This design comes from an exercise in tuning for small area on the open sky130 flow, not from production work.
Only simulation tests tie the RTL to the original design; equivalence was not proved.
No activity file was given, so power comes from the tool's default toggle rates.

===== design/flow/run.sh =====
#!/bin/bash
# synth_recipe.tcl (not shown) runs the flow's synth.tcl, then flattens the netlist and writes it again
# the make line also repeats each setting of config.mk as NAME=value (left out here)
make -C /OpenROAD-flow-scripts/flow DESIGN_CONFIG=/design/flow/config.mk WORK_HOME=/design/flow/orfs CLKGATE_MAP_FILE= SYNTH_SCRIPT=/design/flow/synth_recipe.tcl finish

===== design/flow/config.mk =====
export PLATFORM = sky130hd
export DESIGN_NAME = KF76489
export DESIGN_NICKNAME = KF76489
export VERILOG_FILES = /design/flow/design.v
export SDC_FILE = /design/flow/constraint.sdc
export NUM_CORES = 4
export LEC_CHECK = 0
export CAP_MARGIN = 20
export CORE_MARGIN = 2
export CORE_UTILIZATION = 40
export SLEW_MARGIN = 20

===== design/flow/constraint.sdc =====
create_clock -name core_clock -period 6.0 [get_ports {clock}]
set_input_delay 1.2000 -clock core_clock [delete_from_list [all_inputs] [get_ports {clock}]]
set_output_delay 1.2000 -clock core_clock [all_outputs]
set_load 0.01 [all_outputs]

===== design/flow/design.v =====
module KF76489_Attenuation (
    input   logic   [3:0]   attenuation,
    input   logic           digital_in,
    output  logic   [5:0]   analog_out
);
    always_comb begin
        casez ({digital_in, attenuation})
            5'b10000: analog_out = 6'd63;
            5'b11000: analog_out = 6'd50;
            5'b10100: analog_out = 6'd40;
            5'b11100: analog_out = 6'd32;
            5'b10010: analog_out = 6'd25;
            5'b11010: analog_out = 6'd20;
            5'b10110: analog_out = 6'd16;
            5'b11110: analog_out = 6'd13;
            5'b10001: analog_out = 6'd10;
            5'b11001: analog_out = 6'd8;
            5'b10101: analog_out = 6'd6;
            5'b11101: analog_out = 6'd5;
            5'b10011: analog_out = 6'd4;
            5'b11011: analog_out = 6'd3;
            5'b10111: analog_out = 6'd2;
            5'b11111: analog_out = 6'd0;
            default:  analog_out = 6'd0;
        endcase
    end
endmodule
module KF76489_Bus_Control_Logic (
    input   logic           clock,
    input   logic           reset,
    input   logic           CE_N,
    input   logic           WE_N,
    input   logic   [7:0]   D_IN,
    output  logic   [7:0]   internal_data_bus,
    output  logic           write_tone1_frequency_h,
    output  logic           write_tone1_frequency_l,
    output  logic           write_tone1_attenuation,
    output  logic           write_tone2_frequency_h,
    output  logic           write_tone2_frequency_l,
    output  logic           write_tone2_attenuation,
    output  logic           write_tone3_frequency_h,
    output  logic           write_tone3_frequency_l,
    output  logic           write_tone3_attenuation,
    output  logic           write_noise_control,
    output  logic           write_noise_attenuation
);
    logic           prev_write_enable_n;
    logic           write_flag;
    logic   [3:0]   stable_address;
    logic   [3:0]   prev_stable_address;
    always_ff @(posedge clock, posedge reset) begin
        if (reset)
            prev_write_enable_n <= 1'b1;
        else if (CE_N)
            prev_write_enable_n <= 1'b1;
        else
            prev_write_enable_n <= WE_N;
    end
    assign write_flag = ~prev_write_enable_n & WE_N;
    always_ff @(posedge clock, posedge reset) begin
        if (reset)
            internal_data_bus   <= 8'h00;
        else
            internal_data_bus   <= D_IN;
    end
    assign  stable_address = internal_data_bus[3:0];
    always_ff @(posedge clock, posedge reset) begin
        if (reset)
            prev_stable_address <= 4'b000;
        else if (write_flag)
            prev_stable_address <= stable_address;
        else
            prev_stable_address <= prev_stable_address;
    end
    assign  write_tone1_frequency_h = write_flag &  stable_address[0] & (stable_address[3:1] == 3'b000);
    assign  write_tone1_frequency_l = write_flag & ~stable_address[0] & (prev_stable_address == 4'b0001);
    assign  write_tone1_attenuation = write_flag &  stable_address[0] & (stable_address[3:1] == 3'b100);
    assign  write_tone2_frequency_h = write_flag &  stable_address[0] & (stable_address[3:1] == 3'b010);
    assign  write_tone2_frequency_l = write_flag & ~stable_address[0] & (prev_stable_address == 4'b0101);
    assign  write_tone2_attenuation = write_flag &  stable_address[0] & (stable_address[3:1] == 3'b110);
    assign  write_tone3_frequency_h = write_flag &  stable_address[0] & (stable_address[3:1] == 3'b001);
    assign  write_tone3_frequency_l = write_flag & ~stable_address[0] & (prev_stable_address == 4'b0011);
    assign  write_tone3_attenuation = write_flag &  stable_address[0] & (stable_address[3:1] == 3'b101);
    assign  write_noise_control     = write_flag &  stable_address[0] & (stable_address[3:1] == 3'b011);
    assign  write_noise_attenuation = write_flag &  stable_address[0] & (stable_address[3:1] == 3'b111);
endmodule
module KF76489_Tone_Generator (
    input   logic           clock,
    input   logic           clock_enable,
    input   logic           reset,
    input   logic   [7:0]   internal_data_bus,
    input   logic           write_frequency_h,
    input   logic           write_frequency_l,
    input   logic           write_attenuation,
    output  logic           cycle_out,
    output  logic   [5:0]   analog_out
);
    logic   [9:0]   frequency;
    logic   [9:0]   frequency_inv;
    logic   [3:0]   attenuation;
    always_ff @(posedge clock, posedge reset) begin
        if (reset)
            frequency       <= 10'h000;
        else if (write_frequency_h)
            frequency       <= {internal_data_bus[7:4], frequency[5:0]};
        else if (write_frequency_l)
            frequency       <= {frequency[9:6], internal_data_bus[7:2]};
        else
            frequency       <= frequency;
    end
    assign  frequency_inv = {frequency[0], frequency[1], frequency[2], frequency[3], frequency[4],
                             frequency[5], frequency[6], frequency[7], frequency[8], frequency[9]};
    always_ff @(posedge clock, posedge reset) begin
        if (reset)
            attenuation     <= 4'hF;
        else if (write_attenuation)
            attenuation     <= internal_data_bus[7:4];
        else
            attenuation     <= attenuation;
    end
    logic   [9:0]   divider_count;
    always_ff @(posedge clock, posedge reset) begin
        if (reset)
            divider_count   <= 10'h1;
        else if (~clock_enable)
            divider_count   <= divider_count;
        else if (~|divider_count)
            divider_count   <= ((~|frequency_inv) ? 10'h1 : frequency_inv) - 10'h1;
        else
            divider_count   <= divider_count - 10'h1;
    end
    logic           digital_out;
    always_ff @(posedge clock, posedge reset) begin
        if (reset) begin
            digital_out     <= 1'b0;
            cycle_out       <= 1'b0;
        end
        else if ((clock_enable) && (~|divider_count)) begin
            digital_out     <= ~digital_out;
            cycle_out       <= 1'b1;
        end
        else begin
            digital_out     <= digital_out;
            cycle_out       <= 1'b0;
        end
    end
    KF76489_Attenuation u_Attenuation (
        .attenuation        (attenuation),
        .digital_in         (digital_out),
        .analog_out         (analog_out)
    );
endmodule
module KF76489_Noise_Generator (
    input   logic           clock,
    input   logic           clock_enable,
    input   logic           reset,
    input   logic   [7:0]   internal_data_bus,
    input   logic           write_noise_control,
    input   logic           write_noise_attenuation,
    input   logic           ext_noise_gen,
    output  logic   [5:0]   analog_out
);
    logic           feedback;
    logic   [1:0]   shift_rate;
    logic   [3:0]   attenuation;
    always_ff @(posedge clock, posedge reset) begin
        if (reset)
            feedback            <= 1'b0;
        else if (write_noise_control)
            feedback            <= internal_data_bus[5];
        else
            feedback            <= feedback;
    end
    always_ff @(posedge clock, posedge reset) begin
        if (reset)
            shift_rate          <= 2'b00;
        else if (write_noise_control)
            shift_rate          <= internal_data_bus[7:6];
        else
            shift_rate          <= shift_rate;
    end
    always_ff @(posedge clock, posedge reset) begin
        if (reset)
            attenuation         <= 4'hF;
        else if (write_noise_attenuation)
            attenuation         <= internal_data_bus[7:4];
        else
            attenuation         <= attenuation;
    end
    logic   [3:0]   divider_count;
    logic           divided_clock_tap0_en;
    logic           divided_clock_tap1;
    logic           divided_clock_tap1_en;
    logic           divided_clock_tap2;
    logic           divided_clock_tap2_en;
    logic           divided_clock_tap3;
    logic           divided_clock_tap3_en;
    always_ff @(posedge clock, posedge reset) begin
        if (reset)
            divider_count       <= 4'h0;
        else if (clock_enable)
            divider_count       <= divider_count + 4'h1;
        else
            divider_count       <= divider_count;
    end
    assign  divided_clock_tap0_en = (&divider_count & clock_enable) ? 1'b1 : 1'b0;
    always_ff @(posedge clock, posedge reset) begin
        if (reset)
            divided_clock_tap1  <= 1'b0;
        else if (divided_clock_tap0_en)
            divided_clock_tap1  <= ~divided_clock_tap1;
        else
            divided_clock_tap1  <=  divided_clock_tap1;
    end
    assign  divided_clock_tap1_en = divided_clock_tap0_en & ~divided_clock_tap1;
    always_ff @(posedge clock, posedge reset) begin
        if (reset)
            divided_clock_tap2  <= 1'b0;
        else if (divided_clock_tap1_en)
            divided_clock_tap2  <= ~divided_clock_tap2;
        else
            divided_clock_tap2  <=  divided_clock_tap2;
    end
    assign  divided_clock_tap2_en = divided_clock_tap1_en & ~divided_clock_tap2;
    always_ff @(posedge clock, posedge reset) begin
        if (reset)
            divided_clock_tap3  <= 1'b0;
        else if (divided_clock_tap2_en)
            divided_clock_tap3  <= ~divided_clock_tap3;
        else
            divided_clock_tap3  <=  divided_clock_tap3;
    end
    assign  divided_clock_tap3_en = divided_clock_tap2_en & ~divided_clock_tap3;
    logic   shift;
    always_comb begin
        casez (shift_rate)
            2'b00:   shift  = divided_clock_tap1_en;
            2'b10:   shift  = divided_clock_tap2_en;
            2'b01:   shift  = divided_clock_tap3_en;
            2'b11:   shift  = ext_noise_gen;
            default: shift  = 1'b0;
        endcase
    end
    logic   [14:0]  periodic_shift_register;
    logic           periodic_noise;
    always_ff @(posedge clock, posedge reset) begin
        if (reset)
            periodic_shift_register <= 15'b100000000000000;
        else if (write_noise_control)
            periodic_shift_register <= 15'b100000000000000;
        else if (shift)
            periodic_shift_register <= {periodic_shift_register[0], periodic_shift_register[14:1]};
        else
            periodic_shift_register <= periodic_shift_register;
    end
    assign  periodic_noise = periodic_shift_register[0];
    logic   [14:0]  white_shift_register;
    logic           white_noise;
    always_ff @(posedge clock, posedge reset) begin
        if (reset)
            white_shift_register    <= 15'b100000000000000;
        else if (write_noise_control)
            white_shift_register    <= 15'b100000000000000;
        else if (shift)
            white_shift_register    <= {(white_shift_register[4] ^ white_shift_register[0]), white_shift_register[14:1]};
        else
            white_shift_register    <= white_shift_register;
    end
    assign  white_noise = white_shift_register[0];
    wire    noise = (feedback) ? white_noise : periodic_noise;
    KF76489_Attenuation u_Attenuation (
        .attenuation        (attenuation),
        .digital_in         (noise),
        .analog_out         (analog_out)
    );
endmodule
module KF76489 (
    input   logic           clock,
    input   logic           clock_enable,
    input   logic           reset,
    input   logic           CE_N,
    input   logic           WE_N,
    input   logic   [7:0]   D_IN,
    output  logic           READY,
    output  logic   [7:0]   AOUT
);
    logic   [3:0]   clock_divider_count;
    logic           divided_clock_en;
    logic   [7:0]   internal_data_bus;
    logic           write_tone1_frequency_h;
    logic           write_tone1_frequency_l;
    logic           write_tone1_attenuation;
    logic           write_tone2_frequency_h;
    logic           write_tone2_frequency_l;
    logic           write_tone2_attenuation;
    logic           write_tone3_frequency_h;
    logic           write_tone3_frequency_l;
    logic           write_tone3_attenuation;
    logic           write_noise_control;
    logic           write_noise_attenuation;
    logic           ext_noise_gen;
    logic   [5:0]   tone1_aout;
    logic   [5:0]   tone2_aout;
    logic   [5:0]   tone3_aout;
    logic   [5:0]   noise_aout;
    KF76489_Bus_Control_Logic u_Bus_Control_Logic (
        .clock                      (clock),
        .reset                      (reset),
        .CE_N                       (CE_N),
        .WE_N                       (WE_N),
        .D_IN                       (D_IN),
        .internal_data_bus          (internal_data_bus),
        .write_tone1_frequency_h    (write_tone1_frequency_h),
        .write_tone1_frequency_l    (write_tone1_frequency_l),
        .write_tone1_attenuation    (write_tone1_attenuation),
        .write_tone2_frequency_h    (write_tone2_frequency_h),
        .write_tone2_frequency_l    (write_tone2_frequency_l),
        .write_tone2_attenuation    (write_tone2_attenuation),
        .write_tone3_frequency_h    (write_tone3_frequency_h),
        .write_tone3_frequency_l    (write_tone3_frequency_l),
        .write_tone3_attenuation    (write_tone3_attenuation),
        .write_noise_control        (write_noise_control),
        .write_noise_attenuation    (write_noise_attenuation)
    );
    always_ff @(posedge clock, posedge reset) begin
        if (reset) begin
            clock_divider_count <= 4'h0;
            divided_clock_en    <= 1'b0;
        end
        else if (clock_enable) begin
            clock_divider_count <= clock_divider_count + 4'h1;
            divided_clock_en    <= (&clock_divider_count) ? 1'b1 : 1'b0;
        end
        else begin
            clock_divider_count <= clock_divider_count;
            divided_clock_en    <= 1'b0;
        end
    end
    KF76489_Tone_Generator u_Tone1 (
        .clock                      (clock),
        .clock_enable               (divided_clock_en),
        .reset                      (reset),
        .internal_data_bus          (internal_data_bus),
        .write_frequency_h          (write_tone1_frequency_h),
        .write_frequency_l          (write_tone1_frequency_l),
        .write_attenuation          (write_tone1_attenuation),
        .analog_out                 (tone1_aout)
    );
    KF76489_Tone_Generator u_Tone2 (
        .clock                      (clock),
        .clock_enable               (divided_clock_en),
        .reset                      (reset),
        .internal_data_bus          (internal_data_bus),
        .write_frequency_h          (write_tone2_frequency_h),
        .write_frequency_l          (write_tone2_frequency_l),
        .write_attenuation          (write_tone2_attenuation),
        .analog_out                 (tone2_aout)
    );
    KF76489_Tone_Generator u_Tone3 (
        .clock                      (clock),
        .clock_enable               (divided_clock_en),
        .reset                      (reset),
        .internal_data_bus          (internal_data_bus),
        .write_frequency_h          (write_tone3_frequency_h),
        .write_frequency_l          (write_tone3_frequency_l),
        .write_attenuation          (write_tone3_attenuation),
        .cycle_out                  (ext_noise_gen),
        .analog_out                 (tone3_aout)
    );
    KF76489_Noise_Generator u_Noise (
        .clock                      (clock),
        .clock_enable               (divided_clock_en),
        .reset                      (reset),
        .internal_data_bus          (internal_data_bus),
        .write_noise_control        (write_noise_control),
        .write_noise_attenuation    (write_noise_attenuation),
        .ext_noise_gen              (ext_noise_gen),
        .analog_out                 (noise_aout)
    );
    logic           prev_ce_n;
    logic           negedge_ce_n;
    logic   [4:0]   wait_count;
    always_ff @(posedge clock, posedge reset) begin
        if (reset)
            prev_ce_n   <= 1'b1;
        else
            prev_ce_n   <= CE_N;
    end
    assign  negedge_ce_n = prev_ce_n & ~CE_N;
    always_ff @(posedge clock, posedge reset) begin
        if (reset)
            wait_count  <= 5'b11111;
        else if (negedge_ce_n)
            wait_count  <= 5'b00000;
        else if (clock_enable & ~&wait_count)
            wait_count  <= wait_count + 5'd1;
        else
            wait_count  <= wait_count;
    end
    always_ff @(posedge clock, posedge reset) begin
        if (reset)
            READY       <= 1'b1;
        else if (CE_N & WE_N)
            READY       <= 1'b1;
        else if (negedge_ce_n)
            READY       <= 1'b0;
        else if (clock_enable & &wait_count[4:1])
            READY       <= 1'b1;
        else
            READY       <= READY;
    end
    always_ff @(posedge clock, posedge reset) begin
        if (reset)
            AOUT <= 1'b0;
        else
            AOUT <= {2'b0, tone1_aout} + {2'b0, tone2_aout} + {2'b0, tone3_aout} + {2'b0, noise_aout};
    end
endmodule

==> run notes <==
-- kinds of logic after synthesis --
family / synth area share, %
buffers and inverters: 3.416
adders and majority gates: 8.041
muxes: 13.07
DFF: 46.69
xor gates and xnor gates: 2.116
and+or+nand+nor: 14.21
AOI/OAI and AO/OA: 12.45
-- sequential cells by signal, summed over array words and instances, names as in the netlist, 5 cells and up --
signal / count
u_Tone2.frequency: 10
u_Tone3.divider_count: 10
u_Tone1.divider_count: 10
u_Bus_Control_Logic.internal_data_bus: 8
u_Noise.white_shift_register: 15
u_Tone1.frequency: 10
wait_count: 5
u_Tone3.frequency: 10
AOUT: 8
u_Tone2.divider_count: 10
u_Noise.periodic_shift_register: 15
-- report_power, final --
group / leakage [uW] / total (uW) / internal [uW] / switching (uW)
combinational: 0.00192 / 1270 / 584 / 682
sequential: 0.00185 / 1550 / 1300 / 256
clock: 0.000287 / 1090 / 638 / 450
-- stage by stage --
stage / instance area [um^2] / hold WS (ns) / utilization [%]
final: 9306 / 0.4731 / 45.85
after global placement: 8712 / 0.4623 / 42.92
after floorplan: 8278 / 0.4423 / -
after CTS: 9306 / 0.4790 / 45.85
after global routing: 9306 / 0.4984 / 45.85
after detailed placement: 8712 / 0.4647 / 42.92
-- cells in the final DEF (no fill, tap or decap), types with 14 or more instances in the layout --
cell type        instances
dfrtp_1                124
nor2_1                  80
nand2_1                 54
mux2_2                  53
mux2i_1                 44
o21ai_0                 35
ha_1                    34
inv_1                   33
a21oi_1                 32
dfstp_2                 29
clkdlybuf4s50_1         21
clkbuf_16               17
nor3_1                  16
o211ai_1                14
-- layout make-up --
type / instances / share of cell area, %
clock inverter: 13 / 1.519
inverter: 34 / 1.425
sequential: 153 / 41.53
multi-input combinational: 553 / 44.45
tap: 270 / 3.630
timing repair buffer: 25 / 2.581
clock buffer: 19 / 4.867
-- worst register-to-register path: stages, from the launching register on --
cell	delay [ns]
dfstp_2	0.58
inv_1	0.09
ha_1	0.34
o21ai_0	0.18
o211a_1	0.20
fa_1	0.46
fa_1	0.51
ha_1	0.24
fa_1	0.41
a21o_1	0.17
a21oi_1	0.21
nor2b_1	0.07
o21ai_0	0.15
nand2b_1	0.07
-- final timing paths --
kind	cells after the start	slack [ns]	end
setup / recovery	13	2.19	AOUT[7]
hold / removal	1	0.47	u_Noise.divider_count[3]
setup reg to reg	13	2.19	AOUT[7]
hold reg to reg	1	0.47	u_Noise.divider_count[3]
max in group asynchronous	3	3.74	u_Tone3.attenuation[2]
min in group asynchronous	2	1.24	u_Noise.divider_count[1]
-- layer usage --
layer / global-route usage [%] / vias to the layer above
met5: 0 / -
met1: 20.94 / 2833
met2: 25.23 / 89
met4: 5.714 / 0
met3: 3.179 / 17
li1: - / 2787
==> out/metrics.csv <==
metric,value,unit
status,"complete, no violations",
Die Span Y,147.9,um
syn avg cell area,10.64,um^2
worst hold path startpoint,u_Noise.divider_count[3],
CTS tree,done,
CP bufs+invs,1,
antenna-violating nets left,0,
final worst-path cycle share,63.43,%
root buf cell,clkbuf_16,
First DRT Iteration DRCs,308,
number of fill cells in the layout,1927,
core area,20300,um^2
DR WL met3,484,um
Worst EP required,6.31,ns
clk_skew,0.006853,ns
Min-Delay Path Class,reg -> reg,
GR Util All Layers,15.62,%
met1 WL,7712,um
final setup violation count,0,
kind of critical path,reg -> reg,
post-synthesis sequential area ratio,46.69,%
Post-CTS Setup Repair Bufs,0,
pwr/cell area,420.0,nW/um^2
Synthesized Nets,837,
post_cts resized,0,
initial antenna violation count,0,
r2r startpoint,u_Tone3.attenuation[0],
vias in the first global route,5606,
"flops & latches, synth",153,
CTS Hold Bufs,0,
Slowest Stage Delay on Critical Path,0.58,ns
WL per Instance,15.16,um
final WL,16180,um
worst setup path start,u_Tone3.attenuation[0],
Crit path top cell by count,fa_1,
uppermost layer routed,met4,
# nets final,843,
Crit. End Element,flop,
clock sink count,153,
cts bufs inserted,17,
share of cells above drive strength 1,17.19,%
row cnt,52,
worst-path cell chain,inv_1 -> ha_1 -> o21ai_0 -> o211a_1 -> fa_1 -> fa_1 -> ha_1 -> fa_1 -> a21o_1 -> a21oi_1 -> nor2b_1 -> o21ai_0 -> nand2b_1,
pre-CTS setup slack,2.162,ns
DR vias,5726,
leading area contributor after synthesis,dfrtp_1,
critical path's slowest cell,dfstp_2,
"Slew Viols, Final",0,
Die ar.,21860,um^2
placed insts,1035,
Ys Warns,5,
Top Family by Delay on Critical Path,adder cells,
Pre-antenna DRT Iters,5,
setup TNS,0,ns
n_diodes,0,
DP Wirelength,11040,um
top post-synthesis cells by count,"dfrtp_1, nor2_1, nand2_1, mux2_2, mux2i_1",
RSZ-0062 raised after global routing,false,
Die Width,147.9,um
clk latency of the worst-skew pair,0.43,ns
Synth area leaders,"dfrtp_1, dfstp_2, mux2_2, mux2i_1, ha_1",
FMAX,262.8,MHz
Final Critical Period,3.806,ns
first-pass GRT wire length,27760,um
cell area after synthesis,8278,um^2
P_leak,0.004056,uW
synth unique cells,70,
"Hold Vio Cnt, Final",0,
vias per cell,5.366,
Layout area overhead,12.42,%
Post-synth EDFFs,0,
Final Power,3908,uW
Critical Path AT,4.12,ns
max_slew headroom,33.88,%
met2 WL,7725,um
MaxCap Viol Count,0,
cell with the most instances after synthesis,dfrtp_1,
Peak VDD IR,192.3,uV
Mapped Cells,778,
H-Tree Depth,4,
IO Pins,22,
Worst Slack Setup Final,2.194,ns
initial core utilization,40.78,%
pin count of the biggest net entering global routing,71,
share of flip-flops with an asynchronous set or reset,100.0,%
# DRC,0,
Multi-input gate area,4136,um^2
Tightest Pin Transition,0.9917,ns
Crit Path Max Fanout,6,
Final Non-Filler Cells,1067,
GRT overflow,0,
area fraction of the dominant cell type after synthesis,37.48,%
Seq. cell area,3865,um^2
prevailing post-synth register cell,dfrtp_1,
port bufs,21,
critical path launch point type,flop,
Worst-path clk slew,0.06,ns
Longest Clk Path Bufs,2,
Final GP Congestion,0.8074,

-- re-timing with driven ports --
How much do the figures lean on ideal ports? The routed layout below was timed once more, with nothing changed but the port constraints. Step 1, drivers: a clkbuf_16 drives clock and a buf_2 each remaining input, both assumed. Step 2 times the ports against the registers' clock, not the clock port: input delays grow and output delays shrink by t, the midpoint of the rising clock arrivals with the driver on. Three values: no drivers, after step 1, after step 2; two values: the first two.
shift t [ns]: 0.472
setup WS [ns]: 2.194 / 2.194 / 2.194
latest minus earliest clock arrival (ns): 0.007 / 0.007
worst data-port slew with drivers (ns): 0.03
pins driven straight from the clock port: 1
After both steps this run still meets setup and hold. For this run, drivers alone change the setup slack by 0.000 ns; drivers and shift together by 0.000 ns.
